Background: an optimization exercise with open tools, aiming at small area, a short achievable clock period and few clock cycles. Do not read the settings as production practice. Function was checked by simulation only, so behaviour that the tests miss may differ from the original.

## exp/indigo
Design SinX, start of the top module:
module SinX(Out, OE, In, start, clk, reset);
	input clk, reset, start;
	input [31:0] In;
	output [31:0] Out;
	output OE;
	localparam [31:0] C360 = 32'h43B40000;
	localparam [31:0] C180 = 32'h43340000;
	localparam [31:0] C90  = 32'h42B40000;
	localparam [31:0] C45  = 32'h42340000;
	localparam [31:0] KCORDIC = 32'h3F1B7507;
	reg st_idle, st_red, st_f2, st_f3, st_it, st_out;
	reg [4:0] i;
	reg s;
	reg [31:0] x, y, z;
	wire [31:0] arctan_i =
		(i == 5'd2) ? 32'h41D48539 :
		(i == 5'd3) ? 32'h41609474 :
		(i == 5'd4) ? 32'h40E40022 :
		(i == 5'd5) ? 32'h4064E2A9 :
		(i == 5'd6) ? 32'h3FE51BCA :
		(i == 5'd7) ? 32'h3F652A1A :
		(i == 5'd8) ? 32'h3EE52DAF :
		(i == 5'd9) ? 32'h3E652E94 :
		(i == 5'd10) ? 32'h3DE52ECD :
		(i == 5'd11) ? 32'h3D652EDC :
		(i == 5'd12) ? 32'h3CE52EDF :
		(i == 5'd13) ? 32'h3C652EE0 :
		(i == 5'd14) ? 32'h3BE52EE0 :
		(i == 5'd15) ? 32'h3B652EE0 :
		(i == 5'd16) ? 32'h3BF5471D :
		(i == 5'd17) ? 32'h3A652EE0 :
		(i == 5'd18) ? 32'h39E52EE0 :
		(i == 5'd19) ? 32'h39652EE0 :
		32'h38E52EE0;
	wire k360 = ~z[31] & (z[30:0] > C360[30:0]);
	wire k180 = ~z[31] & (z[30:0] > C180[30:0]);
	wire k90 = ~z[31] & (z[30:0] > C90[30:0]);
	wire [7:0] i8 = {3'b000, i};
	wire [31:0] ysh = {y[31], y[30:23] - i8, y[22:0]};
	wire [31:0] xsh = {x[31], x[30:23] - i8, x[22:0]};
	wire [31:0] zb = st_it ? arctan_i : (k180 ? C360 : (k90 ? C180 : C45));
	wire [31:0] xo, yo, zo;
	fp_addsub az(zo, z, zb, ~st_it | ~z[31]);
	wire d = zo[31];
	fp_addsub ax(xo, x, ysh, ~d);
  ...
For scale: ~110 flip-flops, ~68 I/O pins, roughly 21,000 um2 of cells after synthesis.
==> flow/config.mk <==
export PLATFORM = sky130hd
export DESIGN_NAME = SinX
export DESIGN_NICKNAME = SinX
export VERILOG_FILES = /design/flow/design.v
export SDC_FILE = /design/flow/constraint.sdc
export NUM_CORES = 4
export LEC_CHECK = 0
export ABC_AREA = 1
export ABC_CLOCK_PERIOD_IN_PS = 50000
export CAP_MARGIN = 20
export CORE_MARGIN = 2
export CORE_UTILIZATION = 50
export SLEW_MARGIN = 20
==> flow/constraint.sdc <==
create_clock -name core_clock -period 80.0 [get_ports {clk}]
set_input_delay 16.0000 -clock core_clock [delete_from_list [all_inputs] [get_ports {clk}]]
set_output_delay 16.0000 -clock core_clock [all_outputs]
set_load 0.01 [all_outputs]
standard.sh (not shown) runs the stock make flow with config.mk's settings and CLKGATE_MAP_FILE= SYNTH_SCRIPT=/design/flow/synth_recipe.tcl, a recipe that flattens the netlist after the stock synthesis.
==> flow/flow/run.sh <==
#!/bin/bash
# The standard layout (standard.sh: the standard synthesis, then ORFS to
# finish), except that the input and output ports are buffered with
# sky130_fd_sc_hd__buf_1 cells instead of the buffer ORFS picks by default
# (a clkdlybuf4s50_1 delay cell). Each make run's full output goes to a log
# file of its own in this folder; ORFS's per-step logs are under orfs/logs.
set -euo pipefail
bash standard.sh synth > make_synth.log 2>&1
bash standard.sh "BUFFER_PORTS_ARGS=-buffer_cell sky130_fd_sc_hd__buf_1" finish > make_finish.log 2>&1
Testbench counts of exp/indigo, summed over its fixed seeds: cycles 7,175.
Relative to exp/indigo, the following input files were edited for exp/fjord:
-- flow/flow/run.sh --
<<< exp/indigo, line 4
# sky130_fd_sc_hd__buf_1 cells instead of the buffer ORFS picks by default
>>> exp/fjord, line 4
# sky130_fd_sc_hd__buf_2 cells instead of the buffer ORFS picks by default
<<< exp/indigo, line 9
bash standard.sh "BUFFER_PORTS_ARGS=-buffer_cell sky130_fd_sc_hd__buf_1" finish > make_finish.log 2>&1
>>> exp/fjord, line 9
bash standard.sh "BUFFER_PORTS_ARGS=-buffer_cell sky130_fd_sc_hd__buf_2" finish > make_finish.log 2>&1
==> comparison <==
- When exp/fjord is set beside exp/indigo, its worst setup slack before clock tree synthesis turns out to be 0.025 ns larger.
- As far as starting density of the core goes, exp/fjord and exp/indigo are indistinguishable; the numbers are identical.
- Routed metal-1 wire length: exp/fjord vs exp/indigo up 560 um
- Area: exp/fjord vs exp/indigo -> exp/fjord larger
- exp/fjord vs exp/indigo on final critical-path required period: exp/fjord is the lower one.
- exp/fjord against exp/indigo: number of port buffers essentially unchanged, worst setup slack +0.032 ns, first-iteration DRC count +51, proportion of cell area occupied by registers flat.
What exp/nickel does differently from exp/fjord at the input level:
==> flow/run.sh (new file) <==
#!/bin/bash
# synth_recipe.tcl (not shown) runs the flow's synth.tcl, then flattens the netlist and writes it again
# the make line also repeats each setting of config.mk as NAME=value (left out here)
make -C /OpenROAD-flow-scripts/flow DESIGN_CONFIG=/design/flow/config.mk WORK_HOME=/design/flow/orfs CLKGATE_MAP_FILE= SYNTH_SCRIPT=/design/flow/synth_recipe.tcl finish
removed: flow/flow/run.sh
removed: flow/standard.sh
--- outcome ---
exp/fjord went all the way through synthesis, placement and routing and the layout is clean on timing, DRC and antenna. exp/nickel closes out successfully: all stages finished, all timing, DRC and antenna checks passed. Against exp/fjord, layout filler cell count in exp/nickel rose slightly. Detailed-routing wirelength on met1 delta for exp/nickel relative to exp/fjord: about 1.3% lower. Between exp/fjord and exp/nickel, the half-perimeter wire length of the detailed placement result does not differ in any meaningful way.

The RTL this note starts from:
==> flow/design.v <==
module fp_addsub(Sum, A, B, sub);
	input [31:0] A, B;
	input sub;
	output [31:0] Sum;
	wire sA = A[31];
	wire sB = B[31] ^ sub;
	wire [7:0] eA = A[30:23];
	wire [7:0] eB = B[30:23];
	wire [23:0] mA = {1'b1, A[22:0]};
	wire [23:0] mB = {1'b1, B[22:0]};
	wire swap = B[30:0] > A[30:0];
	wire [7:0] eBig = swap ? eB : eA;
	wire [7:0] d = swap ? (eB - eA) : (eA - eB);
	wire [23:0] mBig = swap ? mB : mA;
	wire [23:0] mSm = swap ? mA : mB;
	wire [23:0] mSh = (d[7:5] != 3'd0 || d[4:3] == 2'b11) ? 24'd0 : (mSm >> d[4:0]);
	wire eff_sub = sA ^ sB;
	wire [24:0] R = {1'b0, mBig} + ({1'b0, mSh} ^ {25{eff_sub}}) + {24'd0, eff_sub};
	wire [23:0] F0 = R[24:1];
	wire z16 = F0[23:8] == 16'd0;
	wire [23:0] F1 = z16 ? {F0[7:0], 16'd0} : F0;
	wire z8 = F1[23:16] == 8'd0;
	wire [23:0] F2 = z8 ? {F1[15:0], 8'd0} : F1;
	wire z4 = F2[23:20] == 4'd0;
	wire [23:0] F3 = z4 ? {F2[19:0], 4'd0} : F2;
	wire z2 = F3[23:22] == 2'd0;
	wire [23:0] F4 = z2 ? {F3[21:0], 2'd0} : F3;
	wire z1 = ~F4[23];
	wire [23:0] F5 = z1 ? {F4[22:0], 1'b0} : F4;
	wire zero = z16 & (F0[7:0] == 8'd0);
	wire [4:0] lz = zero ? 5'd24 : {z16, z8, z4, z2, z1};
	wire [7:0] E = eBig + 8'd1 - {3'b000, lz};
	assign Sum = {swap ? sB : sA, E, F5[22:0]};
endmodule
module SinX(Out, OE, In, start, clk, reset);
	input clk, reset, start;
	input [31:0] In;
	output [31:0] Out;
	output OE;
	localparam [31:0] C360 = 32'h43B40000;
	localparam [31:0] C180 = 32'h43340000;
	localparam [31:0] C90  = 32'h42B40000;
	localparam [31:0] C45  = 32'h42340000;
	localparam [31:0] KCORDIC = 32'h3F1B7507;
	reg st_idle, st_red, st_f2, st_f3, st_it, st_out;
	reg [4:0] i;
	reg s;
	reg [31:0] x, y, z;
	reg [31:0] arctan_i;
	always @(*) begin
		case (i)
			5'd1:  arctan_i = 32'h41D48539;
			5'd2:  arctan_i = 32'h41609474;
			5'd3:  arctan_i = 32'h40E40022;
			5'd4:  arctan_i = 32'h4064E2A9;
			5'd5:  arctan_i = 32'h3FE51BCA;
			5'd6:  arctan_i = 32'h3F652A1A;
			5'd7:  arctan_i = 32'h3EE52DAF;
			5'd8:  arctan_i = 32'h3E652E94;
			5'd9:  arctan_i = 32'h3DE52ECD;
			5'd10: arctan_i = 32'h3D652EDC;
			5'd11: arctan_i = 32'h3CE52EDF;
			5'd12: arctan_i = 32'h3C652EE0;
			5'd13: arctan_i = 32'h3BE52EE0;
			5'd14: arctan_i = 32'h3B652EE0;
			5'd15: arctan_i = 32'h3BF5471D;
			5'd16: arctan_i = 32'h3A652EE0;
			5'd17: arctan_i = 32'h39E52EE0;
			5'd18: arctan_i = 32'h39652EE0;
			5'd19: arctan_i = 32'h38E52EE0;
			5'd20: arctan_i = 32'h38652EE0;
			default: arctan_i = 32'h41D48539;
		endcase
	end
	wire d = z[31];
	wire k360 = ~z[31] & (z[30:0] > C360[30:0]);
	wire k180 = ~z[31] & (z[30:0] > C180[30:0]);
	wire k90 = ~z[31] & (z[30:0] > C90[30:0]);
	wire [7:0] i8 = {3'b000, i};
	wire [31:0] ysh = {y[31], y[30:23] - i8, y[22:0]};
	wire [31:0] xsh = {x[31], x[30:23] - i8, x[22:0]};
	wire [31:0] xa = st_it ? x : (st_red ? C360 : C180);
	wire [31:0] xb = st_it ? ysh : z;
	wire [31:0] ya = st_it ? y : C180;
	wire [31:0] yb = st_it ? xsh : z;
	wire [31:0] zb = st_it ? arctan_i : ((st_red & k360) ? C360 : C45);
	wire [31:0] xo, yo, zo;
	fp_addsub ax(xo, xa, xb, ~st_it | ~d);
	fp_addsub ay(yo, ya, yb, ~st_it | d);
	fp_addsub az(zo, z, zb, ~st_it | ~d);
	wire red_it = st_red & ~k360 & ~k180 & ~k90;
	wire f2_it = st_f2 & ~k90;
	wire go_it = red_it | f2_it | st_f3;
	wire last = st_it & (i == 5'd20);
	always @(posedge clk, posedge reset) begin
		if (reset) begin
			st_idle <= 1'b1;
			st_red <= 1'b0;
			st_f2 <= 1'b0;
			st_f3 <= 1'b0;
			st_it <= 1'b0;
			st_out <= 1'b0;
		end else begin
			st_idle <= (st_idle & ~start) | st_out;
			st_red <= (st_idle & start) | (st_red & k360);
			st_f2 <= st_red & ~k360 & k180;
			st_f3 <= (st_red & ~k360 & ~k180 & k90) | (st_f2 & k90);
			st_it <= go_it | (st_it & ~last);
			st_out <= last;
		end
	end
	always @(posedge clk) begin
		if (st_idle | st_out)
			z <= {1'b0, In[30:0]};
		else if (st_red & ~k360 & k180)
			z <= xo;
		else if ((st_red & ~k360 & ~k180 & k90) | (st_f2 & k90))
			z <= st_red ? yo : xo;
		else
			z <= zo;
		if (st_idle)
			s <= In[31];
		else if (st_red & ~k360 & k180)
			s <= ~s;
		x <= st_it ? xo : KCORDIC;
		y <= st_it ? yo : KCORDIC;
		i <= st_it ? i + 5'd1 : 5'd1;
	end
	assign OE = st_out;
	assign Out = {s, y[30:0]};
endmodule
Settings: LEC_CHECK=0, ABC_CLOCK_PERIOD_IN_PS=50000, CAP_MARGIN=20, CORE_MARGIN=2, CORE_UTILIZATION=40, SLEW_MARGIN=20; clock period 80.0 ns.
run.sh (not shown) runs the stock make flow with config.mk's settings and CLKGATE_MAP_FILE= SYNTH_SCRIPT=/design/flow/synth_recipe.tcl, a recipe that flattens the netlist after the stock synthesis.
Stock flow here: none of the scripts above is used.
The baseline went through all stages and came out clean.
Testbench counts at the start, summed over its fixed seeds: cycles 7,495.
Next try:
ABC_AREA = 1   (was unset)
CORE_UTILIZATION = 50   (was 40)
What happened: Hold slack gets better by 0.0095 ns. Clock skew decreases by 0.0054 ns. Die area decreases by about 24%.

## afterwards: timing with drivers on the ports
How much do the figures lean on ideal ports? The routed layouts below were timed once more, with nothing changed but the port constraints. Step 1, drivers: a clkbuf_16 drives clk and a buf_2 each remaining input, both assumed. Step 2 also shifts input and output timing later by t, the mid clock arrival at the registers, as if the neighbouring blocks saw the same clock. Slacks: ideal / step 1 / step 2; pairs: ideal / step 1.
run	shift t [ns]	slack for setup (ns)	worst setup path after step 2	worst register clock-pin slew, ns	cell pins on the clock port's net
exp/indigo	0.427	62.832 / 62.775 / 63.202	register to output	0.11 / 0.11	1
exp/fjord	0.434	62.864 / 62.808 / 63.242	register to output	0.10 / 0.10	1
exp/nickel	0.430	62.431 / 62.377 / 62.808	register to output	0.10 / 0.10	1
the first run of note 2	0.544	62.338 / 62.286 / 62.820	input to register	0.09 / 0.09	1
the second run of note 2	0.532	62.525 / 62.466 / 62.998	register to output	0.08 / 0.08	1
After both steps setup and hold are still met in every run listed.
